This design comes from an exercise in tuning for small area and a short achievable clock period on the open sky130 flow, not from production work. No run shown here included a check of the RTL's function; only the layout flow was run.

==> flow/design.v (outline; a module is shown in full before it is edited, if it fits) <==
// module fixed: 16 lines
// module fir: 765 lines
// module add_ks_20: 145 lines
// module add_rip_13: 9 lines
// module add_rip_14: 9 lines
// module add_o16: 78 lines
// module add_f11: 48 lines
module fir (
input [15:0] signal,
input clk,
output [15:0] out,
output [15:0] f1,
output [31:0] f2,f3,f4,
output [15:0] fo1
);
  // ...
==> flow/flow/run.sh <==
#!/bin/bash
# The standard layout (the standard.sh); flow/ports.tcl runs after global
# placement (port buffers, flip-flop drive), and clock tree synthesis gets its
# arguments from CTS_ARGS.
bash standard.sh DONT_BUFFER_PORTS=1 POST_GLOBAL_PLACE_TCL="$PWD/flow/ports.tcl" \
  CTS_ARGS="-sink_clustering_enable -repair_clock_nets -sink_clustering_size 40 -sink_clustering_max_diameter 60 -dont_use_dummy_load" finish > standard.log 2>&1
==> flow/flow/ports.tcl <==
# Run right after global placement.
# Port buffering in place of ORFS's own buffer_ports: every input but the clock
# gets a buf_4, every output a buf_1; the sign and exponent inputs, which fan out
# across the whole input shifter, get a buf_8 instead.
buffer_ports -inputs -buffer_cell sky130_fd_sc_hd__buf_4
buffer_ports -outputs -buffer_cell sky130_fd_sc_hd__buf_1
set block [ord::get_db_block]
foreach b {10 11 12 13 14 15} {
  foreach it [[[$block findBTerm "signal\[$b\]"] getNet] getITerms] {
    replace_cell [get_cells [[$it getInst] getName]] sky130_fd_sc_hd__buf_8
  }
}
# Stronger flip-flops (same cell, drive 4) for the registers that start the
# paths to the outputs, whose Q pins carry the largest loads.
foreach inst [get_cells *] {
  if {[regexp {^(n|s1|u)\[[0-9]+\]\$_DFF_P_$} [get_full_name $inst]] && [get_property $inst ref_name] eq "sky130_fd_sc_hd__dfxtp_1"} {
    replace_cell $inst sky130_fd_sc_hd__dfxtp_4
  }
}
==> flow/standard.sh <==
#!/bin/bash
# synth_recipe.tcl (not shown) runs the flow's synth.tcl, then flattens the netlist and writes it again
# the make line also repeats each setting of config.mk as NAME=value (left out here)
make -C /OpenROAD-flow-scripts/flow DESIGN_CONFIG=/design/flow/config.mk WORK_HOME=/design/flow/orfs CLKGATE_MAP_FILE= SYNTH_SCRIPT=/design/flow/synth_recipe.tcl "${@:-finish}"
==> flow/config.mk <==
export PLATFORM = sky130hd
export DESIGN_NAME = fir
export DESIGN_NICKNAME = fir
export VERILOG_FILES = /design/flow/design.v
export SDC_FILE = /design/flow/constraint.sdc
export NUM_CORES = 4
export LEC_CHECK = 0
export ABC_AREA = 1
export CAP_MARGIN = 20
export CORE_MARGIN = 2
export CORE_UTILIZATION = 60
export PLACE_DENSITY = 0.75
export SLEW_MARGIN = 20
export SYNTH_HIERARCHICAL = 1
==> flow/constraint.sdc <==
create_clock -name core_clock -period 30.0 [get_ports {clk}]
set_input_delay 6.0000 -clock core_clock [delete_from_list [all_inputs] [get_ports {clk}]]
set_output_delay 6.0000 -clock core_clock [all_outputs]
set_load 0.01 [all_outputs]
==> run_results.csv, run 1 <==
group,metric,value,unit
setup_path,critPathBufInv,3,
synthesis,synthArstFlopShare,0,%
setup_path,startpoint,"signal[12]",
clocking,ctsResizeCount,0,
cells_and_area,clkCellAreaFrac,3.03,%
cells_and_area,final-seq-area,6860,sq um
cells_and_area,multi_input_area_share,56.2,%
routing,route.met3.wl,2100,um
cells_and_area,mostFrequentLayoutCells,"inv_1, nand2_1, dfxtp_1, fa_1, ha_1",
cells_and_area,drive_gt1_share,8.23,%
clocking,cts_buffer_depth,3,
synthesis,synth_cells,2133,
synthesis,synth_mux_area_share,0,%
floorplanning,placementRows,69,
routing,met2_length,23700,um
setup_path,crit_chain,"buf_8 > nor2_2 > nand2_2 > nand2_2 > inv_2 > o21ai_0 > nand2_1 > o21bai_1 > ha_1 > inv_1 > ha_1 > ha_1 > nand2_1 > o21ai_0 > nand2_1 > nand3_1 > nand2_1 > nand3_1 > nand2_1",
place,io_buffers,159,
routing,ant_nets,0,
cells_and_area,biggestRegsByFlops,"m45d x21, m11d x20, n x20",
place,dp_slack,20450,ps
setup_path,rrSetupSlack,21490,ps
setup_path,path_max_fanout,16,
synthesis,synth_compound_area_share,4.64,%
run_status,outcome,"finished clean",
timing,timing.fmax,110,MHz
setup_path,cp-end-kind,"register",
global_routing,grt_pass1_wl,78300,um
setup_path,endpoint,"n[17]",
clocking,cts_buffers,28,
synthesis,ys_ff_latch,334,
global_routing,grtUsageMet3,2.64,%
timing,hold_violations,0,
cells_and_area,buffer_area_share,3.23,%
setup_path,critPathMaxStageDelay,480,ps
clocking,clockRootBuffer,"clkbuf_16",
==> module add_ks_20, before the edit <==
module add_ks_20(input [19:0] a, input [19:0] b, input ci, output [19:0] s);
wire [19:0] p = a ^ b;
wire [19:0] g0 = a & b;
wire [19:0] g = {g0[19:1], g0[0] | (p[0] & ci)};
wire G1 = g[1] | (p[1] & a[0] & b[0]) | (p[1] & p[0] & ci);
wire P1 = p[1] & p[0];
wire G2 = g[2] | (p[2] & g[1]);
wire P2 = p[2] & p[1];
wire G3 = g[3] | (p[3] & g[2]);
wire P3 = p[3] & p[2];
wire G4 = g[4] | (p[4] & g[3]);
wire P4 = p[4] & p[3];
wire G5 = g[5] | (p[5] & g[4]);
wire P5 = p[5] & p[4];
wire G6 = g[6] | (p[6] & g[5]);
wire P6 = p[6] & p[5];
wire G7 = g[7] | (p[7] & g[6]);
wire P7 = p[7] & p[6];
wire G8 = g[8] | (p[8] & g[7]);
wire P8 = p[8] & p[7];
wire G9 = g[9] | (p[9] & g[8]);
wire P9 = p[9] & p[8];
wire G10 = g[10] | (p[10] & g[9]);
wire P10 = p[10] & p[9];
wire G11 = g[11] | (p[11] & g[10]);
wire P11 = p[11] & p[10];
wire G12 = g[12] | (p[12] & g[11]);
wire P12 = p[12] & p[11];
wire G13 = g[13] | (p[13] & g[12]);
wire P13 = p[13] & p[12];
wire G14 = g[14] | (p[14] & g[13]);
wire P14 = p[14] & p[13];
wire G15 = g[15] | (p[15] & g[14]);
wire P15 = p[15] & p[14];
wire G16 = g[16] | (p[16] & g[15]);
wire P16 = p[16] & p[15];
wire G17 = g[17] | (p[17] & g[16]);
wire P17 = p[17] & p[16];
wire G18 = g[18] | (p[18] & g[17]);
wire P18 = p[18] & p[17];
wire G19 = g[19] | (p[19] & g[18]);
wire P19 = p[19] & p[18];
wire G20 = G2 | (P2 & g[0]);
wire P20 = P2 & p[0];
wire G21 = G3 | (P3 & G1);
wire P21 = P3 & P1;
wire G22 = G4 | (P4 & G2);
wire P22 = P4 & P2;
wire G23 = G5 | (P5 & G3);
wire P23 = P5 & P3;
wire G24 = G6 | (P6 & G4);
wire P24 = P6 & P4;
wire G25 = G7 | (P7 & G5);
wire P25 = P7 & P5;
wire G26 = G8 | (P8 & G6);
wire P26 = P8 & P6;
wire G27 = G9 | (P9 & G7);
wire P27 = P9 & P7;
wire G28 = G10 | (P10 & G8);
wire P28 = P10 & P8;
wire G29 = G11 | (P11 & G9);
wire P29 = P11 & P9;
wire G30 = G12 | (P12 & G10);
wire P30 = P12 & P10;
wire G31 = G13 | (P13 & G11);
wire P31 = P13 & P11;
wire G32 = G14 | (P14 & G12);
wire P32 = P14 & P12;
wire G33 = G15 | (P15 & G13);
wire P33 = P15 & P13;
wire G34 = G16 | (P16 & G14);
wire P34 = P16 & P14;
wire G35 = G17 | (P17 & G15);
wire P35 = P17 & P15;
wire G36 = G18 | (P18 & G16);
wire P36 = P18 & P16;
wire G37 = G19 | (P19 & G17);
wire P37 = P19 & P17;
wire G38 = G22 | (P22 & g[0]);
wire P38 = P22 & p[0];
wire G39 = G23 | (P23 & G1);
wire P39 = P23 & P1;
wire G40 = G24 | (P24 & G20);
wire P40 = P24 & P20;
wire G41 = G25 | (P25 & G21);
wire P41 = P25 & P21;
wire G42 = G26 | (P26 & G22);
wire P42 = P26 & P22;
wire G43 = G27 | (P27 & G23);
wire P43 = P27 & P23;
wire G44 = G28 | (P28 & G24);
wire P44 = P28 & P24;
wire G45 = G29 | (P29 & G25);
wire P45 = P29 & P25;
wire G46 = G30 | (P30 & G26);
wire P46 = P30 & P26;
wire G47 = G31 | (P31 & G27);
wire P47 = P31 & P27;
wire G48 = G32 | (P32 & G28);
wire P48 = P32 & P28;
wire G49 = G33 | (P33 & G29);
wire P49 = P33 & P29;
wire G50 = G34 | (P34 & G30);
wire P50 = P34 & P30;
wire G51 = G35 | (P35 & G31);
wire P51 = P35 & P31;
wire G52 = G36 | (P36 & G32);
wire P52 = P36 & P32;
wire G53 = G37 | (P37 & G33);
wire P53 = P37 & P33;
wire G54 = G42 | (P42 & g[0]);
wire P54 = P42 & p[0];
wire G55 = G43 | (P43 & G1);
wire P55 = P43 & P1;
wire G56 = G44 | (P44 & G20);
wire P56 = P44 & P20;
wire G57 = G45 | (P45 & G21);
wire P57 = P45 & P21;
wire G58 = G46 | (P46 & G38);
wire P58 = P46 & P38;
wire G59 = G47 | (P47 & G39);
wire P59 = P47 & P39;
wire G60 = G48 | (P48 & G40);
wire P60 = P48 & P40;
wire G61 = G49 | (P49 & G41);
wire P61 = P49 & P41;
wire G62 = G50 | (P50 & G42);
wire P62 = P50 & P42;
wire G63 = G51 | (P51 & G43);
wire P63 = P51 & P43;
wire G64 = G52 | (P52 & G44);
wire P64 = P52 & P44;
wire G65 = G53 | (P53 & G45);
wire P65 = P53 & P45;
wire G66 = G62 | (P62 & g[0]);
wire P66 = P62 & p[0];
wire G67 = G63 | (P63 & G1);
wire P67 = P63 & P1;
wire G68 = G64 | (P64 & G20);
wire P68 = P64 & P20;
wire G69 = G65 | (P65 & G21);
wire P69 = P65 & P21;
wire [20:0] c = {G69, G68, G67, G66, G61, G60, G59, G58, G57, G56, G55, G54, G41, G40, G39, G38, G21, G20, G1, g[0], ci};
assign s = p ^ c[19:0];
endmodule
==> module add_o16, before the edit <==
module add_o16(input [15:0] a, input [8:0] bn, input ci, output [15:0] s);
wire [15:0] b = {{7{bn[8]}}, bn};
wire [15:0] p = a ^ b;
wire [15:0] g0 = a & b;
wire [15:0] g = {g0[15:1], g0[0] | (p[0] & ci)};
wire G1 = g[1] | (p[1] & a[0] & b[0]) | (p[1] & p[0] & ci);
wire P1 = p[1] & p[0];
wire G2 = g[3] | (p[3] & g[2]);
wire P2 = p[3] & p[2];
wire G3 = g[5] | (p[5] & g[4]);
wire P3 = p[5] & p[4];
wire G4 = g[7] | (p[7] & g[6]);
wire P4 = p[7] & p[6];
wire G5 = g[9] | (p[9] & g[8]);
wire P5 = p[9] & p[8];
wire G6 = g[11] | (p[11] & g[10]);
wire P6 = p[11] & p[10];
wire G7 = g[13] | (p[13] & g[12]);
wire P7 = p[13] & p[12];
wire G8 = g[15] | (p[15] & g[14]);
wire P8 = p[15] & p[14];
wire G9 = g[2] | (p[2] & g[1]);
wire P9 = p[2] & p[1];
wire G10 = G9 | (P9 & g[0]);
wire P10 = P9 & p[0];
wire G11 = G2 | (P2 & G1);
wire P11 = P2 & P1;
wire G12 = g[6] | (p[6] & G3);
wire P12 = p[6] & P3;
wire G13 = G4 | (P4 & G3);
wire P13 = P4 & P3;
wire G14 = g[10] | (p[10] & G5);
wire P14 = p[10] & P5;
wire G15 = G6 | (P6 & G5);
wire P15 = P6 & P5;
wire G16 = g[14] | (p[14] & G7);
wire P16 = p[14] & P7;
wire G17 = G8 | (P8 & G7);
wire P17 = P8 & P7;
wire G18 = g[4] | (p[4] & g[3]);
wire P18 = p[4] & p[3];
wire G19 = G18 | (P18 & G10);
wire P19 = P18 & P10;
wire G20 = G3 | (P3 & G11);
wire P20 = P3 & P11;
wire G21 = G12 | (P12 & G11);
wire P21 = P12 & P11;
wire G22 = G13 | (P13 & G11);
wire P22 = P13 & P11;
wire G23 = g[12] | (p[12] & G15);
wire P23 = p[12] & P15;
wire G24 = G7 | (P7 & G15);
wire P24 = P7 & P15;
wire G25 = G16 | (P16 & G15);
wire P25 = P16 & P15;
wire G26 = G17 | (P17 & G15);
wire P26 = P17 & P15;
wire G27 = g[8] | (p[8] & g[7]);
wire P27 = p[8] & p[7];
wire G28 = G27 | (P27 & G21);
wire P28 = P27 & P21;
wire G29 = G5 | (P5 & G22);
wire P29 = P5 & P22;
wire G30 = G14 | (P14 & G22);
wire P30 = P14 & P22;
wire G31 = G15 | (P15 & G22);
wire P31 = P15 & P22;
wire G32 = G23 | (P23 & G22);
wire P32 = P23 & P22;
wire G33 = G24 | (P24 & G22);
wire P33 = P24 & P22;
wire G34 = G25 | (P25 & G22);
wire P34 = P25 & P22;
wire G35 = G26 | (P26 & G22);
wire P35 = P26 & P22;
wire [16:0] c = {G35, G34, G33, G32, G31, G30, G29, G28, G22, G21, G20, G19, G11, G10, G1, g[0], ci};
assign s = p ^ c[15:0];
endmodule
==> module add_f11, before the edit <==
module add_f11(input [10:0] a, input [8:0] bn, input ci, output [10:0] s);
wire [10:0] b = {{2{bn[8]}}, bn};
wire [10:0] p = a ^ b;
wire [10:0] g0 = a & b;
wire [10:0] g = {g0[10:1], g0[0] | (p[0] & ci)};
wire G1 = g[1] | (p[1] & a[0] & b[0]) | (p[1] & p[0] & ci);
wire P1 = p[1] & p[0];
wire G2 = g[3] | (p[3] & g[2]);
wire P2 = p[3] & p[2];
wire G3 = g[5] | (p[5] & g[4]);
wire P3 = p[5] & p[4];
wire G4 = g[7] | (p[7] & g[6]);
wire P4 = p[7] & p[6];
wire G5 = g[9] | (p[9] & g[8]);
wire P5 = p[9] & p[8];
wire G6 = g[2] | (p[2] & g[1]);
wire P6 = p[2] & p[1];
wire G7 = G6 | (P6 & g[0]);
wire P7 = P6 & p[0];
wire G8 = G2 | (P2 & G1);
wire P8 = P2 & P1;
wire G9 = g[6] | (p[6] & G3);
wire P9 = p[6] & P3;
wire G10 = G4 | (P4 & G3);
wire P10 = P4 & P3;
wire G11 = g[10] | (p[10] & G5);
wire P11 = p[10] & P5;
wire G12 = g[4] | (p[4] & g[3]);
wire P12 = p[4] & p[3];
wire G13 = G12 | (P12 & G7);
wire P13 = P12 & P7;
wire G14 = G3 | (P3 & G8);
wire P14 = P3 & P8;
wire G15 = G9 | (P9 & G8);
wire P15 = P9 & P8;
wire G16 = G10 | (P10 & G8);
wire P16 = P10 & P8;
wire G17 = g[8] | (p[8] & g[7]);
wire P17 = p[8] & p[7];
wire G18 = G17 | (P17 & G15);
wire P18 = P17 & P15;
wire G19 = G5 | (P5 & G16);
wire P19 = P5 & P16;
wire G20 = G11 | (P11 & G16);
wire P20 = P11 & P16;
wire [11:0] c = {G20, G19, G18, G16, G15, G14, G13, G8, G7, G1, g[0], ci};
assign s = p ^ c[10:0];
endmodule
==> inputs of run 2 (changes only) <==
--- a/flow/design.v
+++ b/flow/design.v
@@ -35,17 +35,17 @@
 wire [15:0] mg = {sign & fz, fv};
 wire [19:0] sx = {20{~sign}};
 wire signed [15:0] xq_a = {1'b0, fv ^ {15{sign}}};
 wire signed [15:0] xq_b = 16'sd0;
 wire signed [15:0] xq;
 wire [15:0] xq__p = xq_a ^ xq_b;
 wire [15:0] xq__g0 = xq_a & xq_b;
 wire [15:0] xq__g = {xq__g0[15:1], xq__g0[0] | (xq__p[0] & (sign))};
-wire xq__G1 = xq__g[1] | (xq__p[1] & xq_a[0] & xq_b[0]) | (xq__p[1] & xq__p[0] & (sign));
+wire xq__G1 = xq__g[1] | (xq__p[1] & xq__g[0]);
 wire xq__P1 = xq__p[1] & xq__p[0];
 wire xq__G2 = xq__g[3] | (xq__p[3] & xq__g[2]);
 wire xq__P2 = xq__p[3] & xq__p[2];
 wire xq__G3 = xq__g[5] | (xq__p[5] & xq__g[4]);
 wire xq__P3 = xq__p[5] & xq__p[4];
 wire xq__G4 = xq__g[7] | (xq__p[7] & xq__g[6]);
 wire xq__P4 = xq__p[7] & xq__p[6];
 wire xq__G5 = xq__g[9] | (xq__p[9] & xq__g[8]);
@@ -102,38 +102,129 @@
 wire xq__P30 = xq__P22 & xq__P20;
 wire xq__G31 = xq__G23 | (xq__P23 & xq__G20);
 wire xq__P31 = xq__P23 & xq__P20;
 wire xq__G32 = xq__G24 | (xq__P24 & xq__G20);
 wire xq__P32 = xq__P24 & xq__P20;
 wire [16:0] xq__c = {xq__G32, xq__G31, xq__G30, xq__G29, xq__G28, xq__G27, xq__G26, xq__G25, xq__G20, xq__G19, xq__G18, xq__G17, xq__G10, xq__G9, xq__G1, xq__g[0], (sign)};
 assign xq = xq__p ^ xq__c[15:0];
 wire signed [15:0] xin = {sign, xq[14:0]};
-wire signed [19:0] nc_x = {1'b0, mg, 3'b0} ^ sx;
-wire signed [19:0] nc_y = {4'b0, mg} ^ sx;
-wire signed [19:0] nc_z = {18'b0, ~sign, 1'b0};
-wire signed [19:0] nc_s = nc_x ^ nc_y ^ nc_z;
-wire [19:0] nc_m = (nc_x & nc_y) | (nc_x & nc_z) | (nc_y & nc_z);
-wire signed [19:0] nin_a = nc_s;
-wire signed [19:0] nin_b = {nc_m[18:0], 1'b0};
+wire signed [19:0] nin_a = {1'b0, mg, 3'b0};
+wire signed [19:0] nin_b = {4'b0, mg};
 wire signed [19:0] nin;
 add_ks_20 i_nin (.a(nin_a), .b(nin_b), .ci(1'b0), .s(nin));
 reg signed [15:0] x;
-reg signed [19:0] n;           
+reg [19:0] nx;                
+reg sgn;                      
+reg cf;                       
+reg fsg;                      
 always @(posedge clk) begin
   x <= xin;
-  n <= nin;
+  nx <= nin ^ {20{~sign}};
+  sgn <= ~sign;
+  cf <= ~sign & ~|fv[10:0];
+  fsg <= ~sign & |fv;
 end
+wire signed [19:0] n_a = nx;
+wire signed [19:0] n_b = 20'sd0;
+wire signed [19:0] n;
+wire [19:0] n__p = n_a ^ n_b;
+wire [19:0] n__g0 = n_a & n_b;
+wire [19:0] n__g = {n__g0[19:1], n__g0[0] | (n__p[0] & (sgn))};
+wire n__G1 = n__g[1] | (n__p[1] & n__g[0]);
+wire n__P1 = n__p[1] & n__p[0];
+wire n__G2 = n__g[3] | (n__p[3] & n__g[2]);
+wire n__P2 = n__p[3] & n__p[2];
+wire n__G3 = n__g[5] | (n__p[5] & n__g[4]);
+wire n__P3 = n__p[5] & n__p[4];
+wire n__G4 = n__g[7] | (n__p[7] & n__g[6]);
+wire n__P4 = n__p[7] & n__p[6];
+wire n__G5 = n__g[9] | (n__p[9] & n__g[8]);
+wire n__P5 = n__p[9] & n__p[8];
+wire n__G6 = n__g[11] | (n__p[11] & n__g[10]);
+wire n__P6 = n__p[11] & n__p[10];
+wire n__G7 = n__g[13] | (n__p[13] & n__g[12]);
+wire n__P7 = n__p[13] & n__p[12];
+wire n__G8 = n__g[15] | (n__p[15] & n__g[14]);
+wire n__P8 = n__p[15] & n__p[14];
+wire n__G9 = n__g[17] | (n__p[17] & n__g[16]);
+wire n__P9 = n__p[17] & n__p[16];
+wire n__G10 = n__g[19] | (n__p[19] & n__g[18]);
+wire n__P10 = n__p[19] & n__p[18];
+wire n__G11 = n__g[2] | (n__p[2] & n__G1);
+wire n__P11 = n__p[2] & n__P1;
+wire n__G12 = n__G2 | (n__P2 & n__G1);
+wire n__P12 = n__P2 & n__P1;
+wire n__G13 = n__g[6] | (n__p[6] & n__G3);
+wire n__P13 = n__p[6] & n__P3;
+wire n__G14 = n__G4 | (n__P4 & n__G3);
+wire n__P14 = n__P4 & n__P3;
+wire n__G15 = n__g[10] | (n__p[10] & n__G5);
+wire n__P15 = n__p[10] & n__P5;
+wire n__G16 = n__G6 | (n__P6 & n__G5);
+wire n__P16 = n__P6 & n__P5;
+wire n__G17 = n__g[14] | (n__p[14] & n__G7);
+wire n__P17 = n__p[14] & n__P7;
+wire n__G18 = n__G8 | (n__P8 & n__G7);
+wire n__P18 = n__P8 & n__P7;
+wire n__G19 = n__g[18] | (n__p[18] & n__G9);
+wire n__P19 = n__p[18] & n__P9;
+wire n__G20 = n__G10 | (n__P10 & n__G9);
+wire n__P20 = n__P10 & n__P9;
+wire n__G21 = n__g[4] | (n__p[4] & n__G12);
+wire n__P21 = n__p[4] & n__P12;
+wire n__G22 = n__G3 | (n__P3 & n__G12);
+wire n__P22 = n__P3 & n__P12;
+wire n__G23 = n__G13 | (n__P13 & n__G12);
+wire n__P23 = n__P13 & n__P12;
+wire n__G24 = n__G14 | (n__P14 & n__G12);
+wire n__P24 = n__P14 & n__P12;
+wire n__G25 = n__g[12] | (n__p[12] & n__G16);
+wire n__P25 = n__p[12] & n__P16;
+wire n__G26 = n__G7 | (n__P7 & n__G16);
+wire n__P26 = n__P7 & n__P16;
+wire n__G27 = n__G17 | (n__P17 & n__G16);
+wire n__P27 = n__P17 & n__P16;
+wire n__G28 = n__G18 | (n__P18 & n__G16);
+wire n__P28 = n__P18 & n__P16;
+wire n__G29 = n__g[8] | (n__p[8] & n__G24);
+wire n__P29 = n__p[8] & n__P24;
+wire n__G30 = n__G5 | (n__P5 & n__G24);
+wire n__P30 = n__P5 & n__P24;
+wire n__G31 = n__G15 | (n__P15 & n__G24);
+wire n__P31 = n__P15 & n__P24;
+wire n__G32 = n__G16 | (n__P16 & n__G24);
+wire n__P32 = n__P16 & n__P24;
+wire n__G33 = n__G25 | (n__P25 & n__G24);
+wire n__P33 = n__P25 & n__P24;
+wire n__G34 = n__G26 | (n__P26 & n__G24);
+wire n__P34 = n__P26 & n__P24;
+wire n__G35 = n__G27 | (n__P27 & n__G24);
+wire n__P35 = n__P27 & n__P24;
+wire n__G36 = n__G28 | (n__P28 & n__G24);
+wire n__P36 = n__P28 & n__P24;
+wire n__G37 = n__g[16] | (n__p[16] & n__G36);
+wire n__P37 = n__p[16] & n__P36;
+wire n__G38 = n__G9 | (n__P9 & n__G36);
+wire n__P38 = n__P9 & n__P36;
+wire n__G39 = n__G19 | (n__P19 & n__G36);
+wire n__P39 = n__P19 & n__P36;
+wire n__G40 = n__G20 | (n__P20 & n__G36);
+wire n__P40 = n__P20 & n__P36;
+wire [20:0] n__c = {n__G40, n__G39, n__G38, n__G37, n__G36, n__G35, n__G34, n__G33, n__G32, n__G31, n__G30, n__G29, n__G24, n__G23, n__G22, n__G21, n__G12, n__G11, n__G1, n__g[0], (sgn)};
+assign n = n__p ^ n__c[19:0];
+wire [19:0] nf;
+inc20 i_nf (.a(nx), .ci(sgn), .s(nf));    
 wire signed [18:0] m5_a = n;
 wire signed [18:0] m5_b = x <<< 2;
 wire signed [18:0] m5;
 wire [18:0] m5__p = m5_a ^ m5_b;
 wire [18:0] m5__g0 = m5_a & m5_b;
 wire [18:0] m5__g = {m5__g0[18:1], m5__g0[0] | (m5__p[0] & (1'b0))};
-wire m5__G1 = m5__g[1] | (m5__p[1] & m5_a[0] & m5_b[0]) | (m5__p[1] & m5__p[0] & (1'b0));
+wire m5__G1 = m5__g[1] | (m5__p[1] & m5__g[0]);
 wire m5__P1 = m5__p[1] & m5__p[0];
 wire m5__G2 = m5__g[3] | (m5__p[3] & m5__g[2]);
 wire m5__P2 = m5__p[3] & m5__p[2];
 wire m5__G3 = m5__g[5] | (m5__p[5] & m5__g[4]);
 wire m5__P3 = m5__p[5] & m5__p[4];
 wire m5__G4 = m5__g[7] | (m5__p[7] & m5__g[6]);
 wire m5__P4 = m5__p[7] & m5__p[6];
 wire m5__G5 = m5__g[9] | (m5__p[9] & m5__g[8]);
@@ -205,17 +296,17 @@
 wire [19:0] m5__c = {m5__G37, m5__G36, m5__G35, m5__G34, m5__G33, m5__G32, m5__G31, m5__G30, m5__G29, m5__G28, m5__G27, m5__G22, m5__G21, m5__G20, m5__G19, m5__G11, m5__G10, m5__G1, m5__g[0], (1'b0)};
 assign m5 = m5__p ^ m5__c[18:0];
 wire signed [19:0] m11_a = n;
 wire signed [19:0] m11_b = ~(x <<< 1);
 wire signed [19:0] m11;
 wire [19:0] m11__p = m11_a ^ m11_b;
 wire [19:0] m11__g0 = m11_a & m11_b;
 wire [19:0] m11__g = {m11__g0[19:1], m11__g0[0] | (m11__p[0] & (1'b1))};
-wire m11__G1 = m11__g[1] | (m11__p[1] & m11_a[0] & m11_b[0]) | (m11__p[1] & m11__p[0] & (1'b1));
+wire m11__G1 = m11__g[1] | (m11__p[1] & m11__g[0]);
 wire m11__P1 = m11__p[1] & m11__p[0];
 wire m11__G2 = m11__g[3] | (m11__p[3] & m11__g[2]);
 wire m11__P2 = m11__p[3] & m11__p[2];
 wire m11__G3 = m11__g[5] | (m11__p[5] & m11__g[4]);
 wire m11__P3 = m11__p[5] & m11__p[4];
 wire m11__G4 = m11__g[7] | (m11__p[7] & m11__g[6]);
 wire m11__P4 = m11__p[7] & m11__p[6];
 wire m11__G5 = m11__g[9] | (m11__p[9] & m11__g[8]);
@@ -293,17 +384,17 @@
 wire [20:0] m11__c = {m11__G40, m11__G39, m11__G38, m11__G37, m11__G36, m11__G35, m11__G34, m11__G33, m11__G32, m11__G31, m11__G30, m11__G29, m11__G24, m11__G23, m11__G22, m11__G21, m11__G12, m11__G11, m11__G1, m11__g[0], (1'b1)};
 assign m11 = m11__p ^ m11__c[19:0];
 wire signed [21:0] m45_a = n <<< 2;
 wire signed [21:0] m45_b = n;
 wire signed [21:0] m45;
 wire [21:0] m45__p = m45_a ^ m45_b;
 wire [21:0] m45__g0 = m45_a & m45_b;
 wire [21:0] m45__g = {m45__g0[21:1], m45__g0[0] | (m45__p[0] & (1'b0))};
-wire m45__G1 = m45__g[1] | (m45__p[1] & m45_a[0] & m45_b[0]) | (m45__p[1] & m45__p[0] & (1'b0));
+wire m45__G1 = m45__g[1] | (m45__p[1] & m45__g[0]);
 wire m45__P1 = m45__p[1] & m45__p[0];
 wire m45__G2 = m45__g[3] | (m45__p[3] & m45__g[2]);
 wire m45__P2 = m45__p[3] & m45__p[2];
 wire m45__G3 = m45__g[5] | (m45__p[5] & m45__g[4]);
 wire m45__P3 = m45__p[5] & m45__p[4];
 wire m45__G4 = m45__g[7] | (m45__p[7] & m45__g[6]);
 wire m45__P4 = m45__p[7] & m45__p[6];
 wire m45__G5 = m45__g[9] | (m45__p[9] & m45__g[8]);
@@ -688,17 +779,17 @@
 wire signed [15:0] cs1_s = cs1_x ^ cs1_y ^ cs1_z;
 wire [15:0] cs1_m = (cs1_x & cs1_y) | (cs1_x & cs1_z) | (cs1_y & cs1_z);
 wire signed [15:0] s1_n_a = cs1_s;
 wire signed [15:0] s1_n_b = {cs1_m[14:0], 1'b0};
 wire signed [15:0] s1_n;
 wire [15:0] s1_n__p = s1_n_a ^ s1_n_b;
 wire [15:0] s1_n__g0 = s1_n_a & s1_n_b;
 wire [15:0] s1_n__g = {s1_n__g0[15:1], s1_n__g0[0] | (s1_n__p[0] & (1'b0))};
-wire s1_n__G1 = s1_n__g[1] | (s1_n__p[1] & s1_n_a[0] & s1_n_b[0]) | (s1_n__p[1] & s1_n__p[0] & (1'b0));
+wire s1_n__G1 = s1_n__g[1] | (s1_n__p[1] & s1_n__g[0]);
 wire s1_n__P1 = s1_n__p[1] & s1_n__p[0];
 wire s1_n__G2 = s1_n__g[3] | (s1_n__p[3] & s1_n__g[2]);
 wire s1_n__P2 = s1_n__p[3] & s1_n__p[2];
 wire s1_n__G3 = s1_n__g[5] | (s1_n__p[5] & s1_n__g[4]);
 wire s1_n__P3 = s1_n__p[5] & s1_n__p[4];
 wire s1_n__G4 = s1_n__g[7] | (s1_n__p[7] & s1_n__g[6]);
 wire s1_n__P4 = s1_n__p[7] & s1_n__p[6];
 wire s1_n__G5 = s1_n__g[9] | (s1_n__p[9] & s1_n__g[8]);
@@ -761,34 +852,34 @@
   v7 <= v7_n;
   v6 <= v6_n;
   v5 <= v5_n;
   v4 <= v4_n;
   v3 <= v3_n;
   u <= u_n;
   s1 <= s1_n;
 end
-wire signed [8:0] t0 = n[19:11];
+wire signed [8:0] t0 = nx[19:11];    
 wire [15:0] out_n;
-add_o16 i_out (.a(s1), .bn(t0), .ci(1'b0), .s(out_n));
+add_o16 i_out (.a(s1), .bn(t0), .ci(cf), .s(out_n));
 wire [10:0] fo1_s;
-add_f11 i_fo1 (.a({u[9], u}), .bn(t0), .ci(1'b0), .s(fo1_s));
+add_f11 i_fo1 (.a({u[9], u}), .bn(t0), .ci(cf), .s(fo1_s));
 wire [15:0] fo1_n = {{5{fo1_s[10]}}, fo1_s};
 assign out = out_n;
 assign fo1 = fo1_n;
 assign f1 = x;
-assign f2 = {{12{n[19]}}, n};
+assign f2 = {{13{fsg}}, nf[18:0]};
 assign f3 = {{12{m11d[19]}}, m11d};
 assign f4 = {{12{r4[19]}}, r4};
 endmodule
 module add_ks_20(input [19:0] a, input [19:0] b, input ci, output [19:0] s);
 wire [19:0] p = a ^ b;
 wire [19:0] g0 = a & b;
 wire [19:0] g = {g0[19:1], g0[0] | (p[0] & ci)};
-wire G1 = g[1] | (p[1] & a[0] & b[0]) | (p[1] & p[0] & ci);
+wire G1 = g[1] | (p[1] & g[0]);
 wire P1 = p[1] & p[0];
 wire G2 = g[2] | (p[2] & g[1]);
 wire P2 = p[2] & p[1];
 wire G3 = g[3] | (p[3] & g[2]);
 wire P3 = p[3] & p[2];
 wire G4 = g[4] | (p[4] & g[3]);
 wire P4 = p[4] & p[3];
 wire G5 = g[5] | (p[5] & g[4]);
@@ -919,16 +1010,60 @@
 wire P67 = P63 & P1;
 wire G68 = G64 | (P64 & G20);
 wire P68 = P64 & P20;
 wire G69 = G65 | (P65 & G21);
 wire P69 = P65 & P21;
 wire [20:0] c = {G69, G68, G67, G66, G61, G60, G59, G58, G57, G56, G55, G54, G41, G40, G39, G38, G21, G20, G1, g[0], ci};
 assign s = p ^ c[19:0];
 endmodule
+module inc20(input [19:0] a, input ci, output [19:0] s);
+wire P1 = a[1] & a[0];
+wire P2 = a[3] & a[2];
+wire P3 = a[5] & a[4];
+wire P4 = a[7] & a[6];
+wire P5 = a[9] & a[8];
+wire P6 = a[11] & a[10];
+wire P7 = a[13] & a[12];
+wire P8 = a[15] & a[14];
+wire P9 = a[17] & a[16];
+wire P10 = a[19] & a[18];
+wire P11 = a[2] & P1;
+wire P12 = P2 & P1;
+wire P13 = a[6] & P3;
+wire P14 = P4 & P3;
+wire P15 = a[10] & P5;
+wire P16 = P6 & P5;
+wire P17 = a[14] & P7;
+wire P18 = P8 & P7;
+wire P19 = a[18] & P9;
+wire P20 = P10 & P9;
+wire P21 = a[4] & P12;
+wire P22 = P3 & P12;
+wire P23 = P13 & P12;
+wire P24 = P14 & P12;
+wire P25 = a[12] & P16;
+wire P26 = P7 & P16;
+wire P27 = P17 & P16;
+wire P28 = P18 & P16;
+wire P29 = a[8] & P24;
+wire P30 = P5 & P24;
+wire P31 = P15 & P24;
+wire P32 = P16 & P24;
+wire P33 = P25 & P24;
+wire P34 = P26 & P24;
+wire P35 = P27 & P24;
+wire P36 = P28 & P24;
+wire P37 = a[16] & P36;
+wire P38 = P9 & P36;
+wire P39 = P19 & P36;
+wire P40 = P20 & P36;
+wire [19:0] c = {ci & P39, ci & P38, ci & P37, ci & P36, ci & P35, ci & P34, ci & P33, ci & P32, ci & P31, ci & P30, ci & P29, ci & P24, ci & P23, ci & P22, ci & P21, ci & P12, ci & P11, ci & P1, ci & a[0], ci};
+assign s = a ^ c;
+endmodule
 module add_rip_13(input [12:0] a, input [12:0] b, input ci, output [12:0] s);
 wire [13:0] c;
 assign c[0] = ci;
 genvar i;
 generate for (i = 0; i < 13; i = i + 1) begin : r
   assign s[i] = a[i] ^ b[i] ^ c[i];
   assign c[i+1] = (a[i] & b[i]) | (a[i] & c[i]) | (b[i] & c[i]);
 end endgenerate
@@ -942,17 +1077,17 @@
   assign c[i+1] = (a[i] & b[i]) | (a[i] & c[i]) | (b[i] & c[i]);
 end endgenerate
 endmodule
 module add_o16(input [15:0] a, input [8:0] bn, input ci, output [15:0] s);
 wire [15:0] b = {{7{bn[8]}}, bn};
 wire [15:0] p = a ^ b;
 wire [15:0] g0 = a & b;
 wire [15:0] g = {g0[15:1], g0[0] | (p[0] & ci)};
-wire G1 = g[1] | (p[1] & a[0] & b[0]) | (p[1] & p[0] & ci);
+wire G1 = g[1] | (p[1] & g[0]);
 wire P1 = p[1] & p[0];
 wire G2 = g[3] | (p[3] & g[2]);
 wire P2 = p[3] & p[2];
 wire G3 = g[5] | (p[5] & g[4]);
 wire P3 = p[5] & p[4];
 wire G4 = g[7] | (p[7] & g[6]);
 wire P4 = p[7] & p[6];
 wire G5 = g[9] | (p[9] & g[8]);
@@ -1020,17 +1155,17 @@
 wire [16:0] c = {G35, G34, G33, G32, G31, G30, G29, G28, G22, G21, G20, G19, G11, G10, G1, g[0], ci};
 assign s = p ^ c[15:0];
 endmodule
 module add_f11(input [10:0] a, input [8:0] bn, input ci, output [10:0] s);
 wire [10:0] b = {{2{bn[8]}}, bn};
 wire [10:0] p = a ^ b;
 wire [10:0] g0 = a & b;
 wire [10:0] g = {g0[10:1], g0[0] | (p[0] & ci)};
-wire G1 = g[1] | (p[1] & a[0] & b[0]) | (p[1] & p[0] & ci);
+wire G1 = g[1] | (p[1] & g[0]);
 wire P1 = p[1] & p[0];
 wire G2 = g[3] | (p[3] & g[2]);
 wire P2 = p[3] & p[2];
 wire G3 = g[5] | (p[5] & g[4]);
 wire P3 = p[5] & p[4];
 wire G4 = g[7] | (p[7] & g[6]);
 wire P4 = p[7] & p[6];
 wire G5 = g[9] | (p[9] & g[8]);
==> flow/flow/ports.tcl (replaced) <==
# Run right after global placement.
# Port buffering in place of ORFS's own buffer_ports: every input but the clock
# gets a buf_4, every output a buf_1.
buffer_ports -inputs -buffer_cell sky130_fd_sc_hd__buf_4
buffer_ports -outputs -buffer_cell sky130_fd_sc_hd__buf_1
# Stronger flip-flops (same cell, drive 4) for the registers that start the
# paths to the outputs, whose Q pins carry the largest loads.
foreach inst [get_cells *] {
  if {[regexp {^(nx|s1|u|fsg|cf)(\[[0-9]+\])?\$_DFF_P_$} [get_full_name $inst]] && [get_property $inst ref_name] eq "sky130_fd_sc_hd__dfxtp_1"} {
    replace_cell $inst sky130_fd_sc_hd__dfxtp_4
  }
}
==> flow/config.mk (replaced) <==
export PLATFORM = sky130hd
export DESIGN_NAME = fir
export DESIGN_NICKNAME = fir
export VERILOG_FILES = /design/flow/design.v
export SDC_FILE = /design/flow/constraint.sdc
export NUM_CORES = 4
export LEC_CHECK = 0
export ABC_AREA = 1
export CAP_MARGIN = 20
export CORE_MARGIN = 2
export CORE_UTILIZATION = 40
export SLEW_MARGIN = 20
export SYNTH_HIERARCHICAL = 1
==> run 2 against run 1 <==
Effect of this change:
- still clean
- final area increased by 5.5%
- count of clock-buffer cells in the layout increased by 2
- first-iteration DRC count down 27%
- critical endpoint is now out[10]
- largest cell class unchanged
==> run_results.csv, run 2 <==
group,metric,value,unit
clocking,path_clk_slew,80,ps
routing,drc_errors,0,
setup_path,path_max_fanout,7,
routing,wire_per_inst,16.5,um
floorplanning,die_area,57600,sq um
global_routing,grt_max_degree,41,
cells_and_area,area_growth,9.63,%
setup_path,crit_chain,"inv_1 > fa_1 > inv_1 > fa_1 > nand2_1 > nand2_1 > nand3_2 > nand2_4 > a21oi_1 > nor2_1 > buf_1",
synthesis,syn_avg_cell_area,9.54,sq um
setup_path,startpoint,"s1[0]",
cells_and_area,mostFrequentLayoutCells,"nand2_1, inv_1, dfxtp_1, fa_1, ha_1",
clocking,ctsResizeCount,0,
synthesis,syn_area,22300,sq um
timing,relSlewSlack,42.2,%
cells_and_area,drive_gt1_share,7.31,%
global_routing,gr-total-overflow,0,
routing,drt_iter0_markers,710,
routing,vias_per_cell,4.73,
setup_path,worst-path-stages,11,
place,io_buffers,159,
clocking,cts_tree,"done",
place,dpl.hpwl,44000,um
place,dp_slack,20830,ps
setup_path,reg2reg_to,"v6[15]",
timing,period_needed,8760,ps
floorplanning,placementRows,86,
cells_and_area,final-seq-area,6930,sq um
hold_path,hold_start,"m5d[2]",
floorplanning,die_h,240,um
cells_and_area,biggestRegsByFlops,"m45d x21, m11d x20, nx x20",
clocking,clk-insertion-delay-late,600,ps
cells_and_area,largest_reg_flops,21,
global_routing,grt_pass1_wl,84700,um
clocking,hold_buffers,0,
setup_path,rrSetupSlack,21540,ps
timing,maxSlewViolCount,0,
setup_path,cp-end-kind,"output port",
setup_path,reg2regPathDepth,21,
setup_path,cp_slowest_cell,"fa_1",
floorplanning,ios,161,
timing,setup_viol,0,
synthesis,synth_cells,2336,
cells_and_area,final_common_cell,"nand2_1",
routing,vias,15254,
routing,wl,53000,um
run_status,outcome,"finished clean",
clocking,cts_max_level,1,
timing,hold_violations,0,
global_routing,track_usage,19.1,%
floorplanning,core_area,55100,sq um
timing,grt_setup_unrepaired,"no",
setup_path,path_delay_family,"simple AND/OR/NAND/NOR gates",
timing,fin_tns_setup,0,ps
cells_and_area,top_register,"m45d",
hold_path,hold_depth,0,
timing,clock_skew,52.4,ps
clocking,cts_buffers,30,
floorplanning,die_x,240,um
setup_path,critPathMaxStageDelay,430,ps
timing,worst_pin_slew,858,ps
timing,finalCritPeriodShare,29.2,%
setup_path,crit_type,"register to output port",
floorplanning,start_util,40.4,%
setup_path,crit_arrival,2760,ps
clocking,clockRootBuffer,"clkbuf_16",
setup_path,critPathBufInv,3,
clocking,clock_sinks,337,
cells_and_area,num-fill-cells,5329,
setup_path,reg2reg_from,"m5d[11]",
routing,ant_nets,0,
clocking,cts_buffer_depth,3,
setup_path,required,24000,ps
cells_and_area,num_antenna_cells,0,
synthesis,ys_warn_count,7,
setup_path,setup.worst_path.start_class,"register",
timing,fin_ws,21240,ps
cells_and_area,multi_input_area,13600,sq um
routing,dr.pass1.iters,5,
global_routing,grt_pass1_vias,15719,
cells_and_area,nets,2958,
global_routing,antenna_found_initial,0,
flow_run,drv_cap,0,
hold_path,whs_endpoint,"r4[3]",
hold_path,hp-class,"register to register",
clocking,cts_setup_buffers,0,
timing,timing.fmax,114,MHz
==> run 2: through the flow <==
step	hold WS, ps	instances	cell area, sq um	util (%)
2_1_floorplan	310	2346	22300	-
3_3_place_gp	310	3035	22800	41.4
3_5_place_dp	314	3194	23700	43.0
4_1_cts	325	3224	24400	44.3
5_1_grt	345	3224	24400	44.3
6_report	326	3224	24400	44.3
==> run 2: metal layers <==
layer  GRT usage (%)  vias to the layer above  part of all wire [%]
met4            6.02                        0                   3.1
li1                -                     7433                     -
met5               0                        -                     0
met2            31.9                      268                    47
met1            26.1                     7473                    46
met3            1.72                       80                   3.2
==> run 2: worst max path at each step <==
stage	end	slack, ps
2_1_floorplan	nx[16]	21510
3_3_place_gp	nx[18]	21150
3_5_place_dp	nx[16]	20830
4_1_cts	out[10]	21230
5_1_grt	nx[19]	21050
6_report	out[10]	21240
==> run 2: area by class of cell <==
type | instances | share of cell area [%]
flip-flops and latches | 337 | 28.4
inverters | 394 | 6.06
repair buffers | 163 | 2.81
multi-input cells | 1552 | 55.9
clock buffers | 30 | 3.07
well taps | 748 | 3.83

what the ideal ports hide:
Ports are ideal in the flow. The routed layouts listed here were re-timed in OpenROAD. Step 1, drivers: a clkbuf_16 drives clk and a buf_2 each remaining input, both assumed. Step 2 times the ports against the registers' clock, not the clock port: input delays grow and output delays shrink by t, the midpoint of the rising clock arrivals with the driver on. a / b / c = ideal ports / drivers / drivers and shift; a / b = the first two.
run	shift t [ns]	slack for setup (ns)	slew at the worst register clock pin (ns)	worst slew at a driven data input, ns	cell pins on the clock port's net
run 1	0.609	20.885 / 20.898 / 20.289	0.10 / 0.10	0.06	1
run 2	0.622	21.244 / 21.191 / 20.765	0.09 / 0.09	0.04	1
After both steps setup and hold are still met in every run listed. For run 1, which loses most, drivers alone change the setup slack by +0.013 ns; drivers and shift together by -0.596 ns.
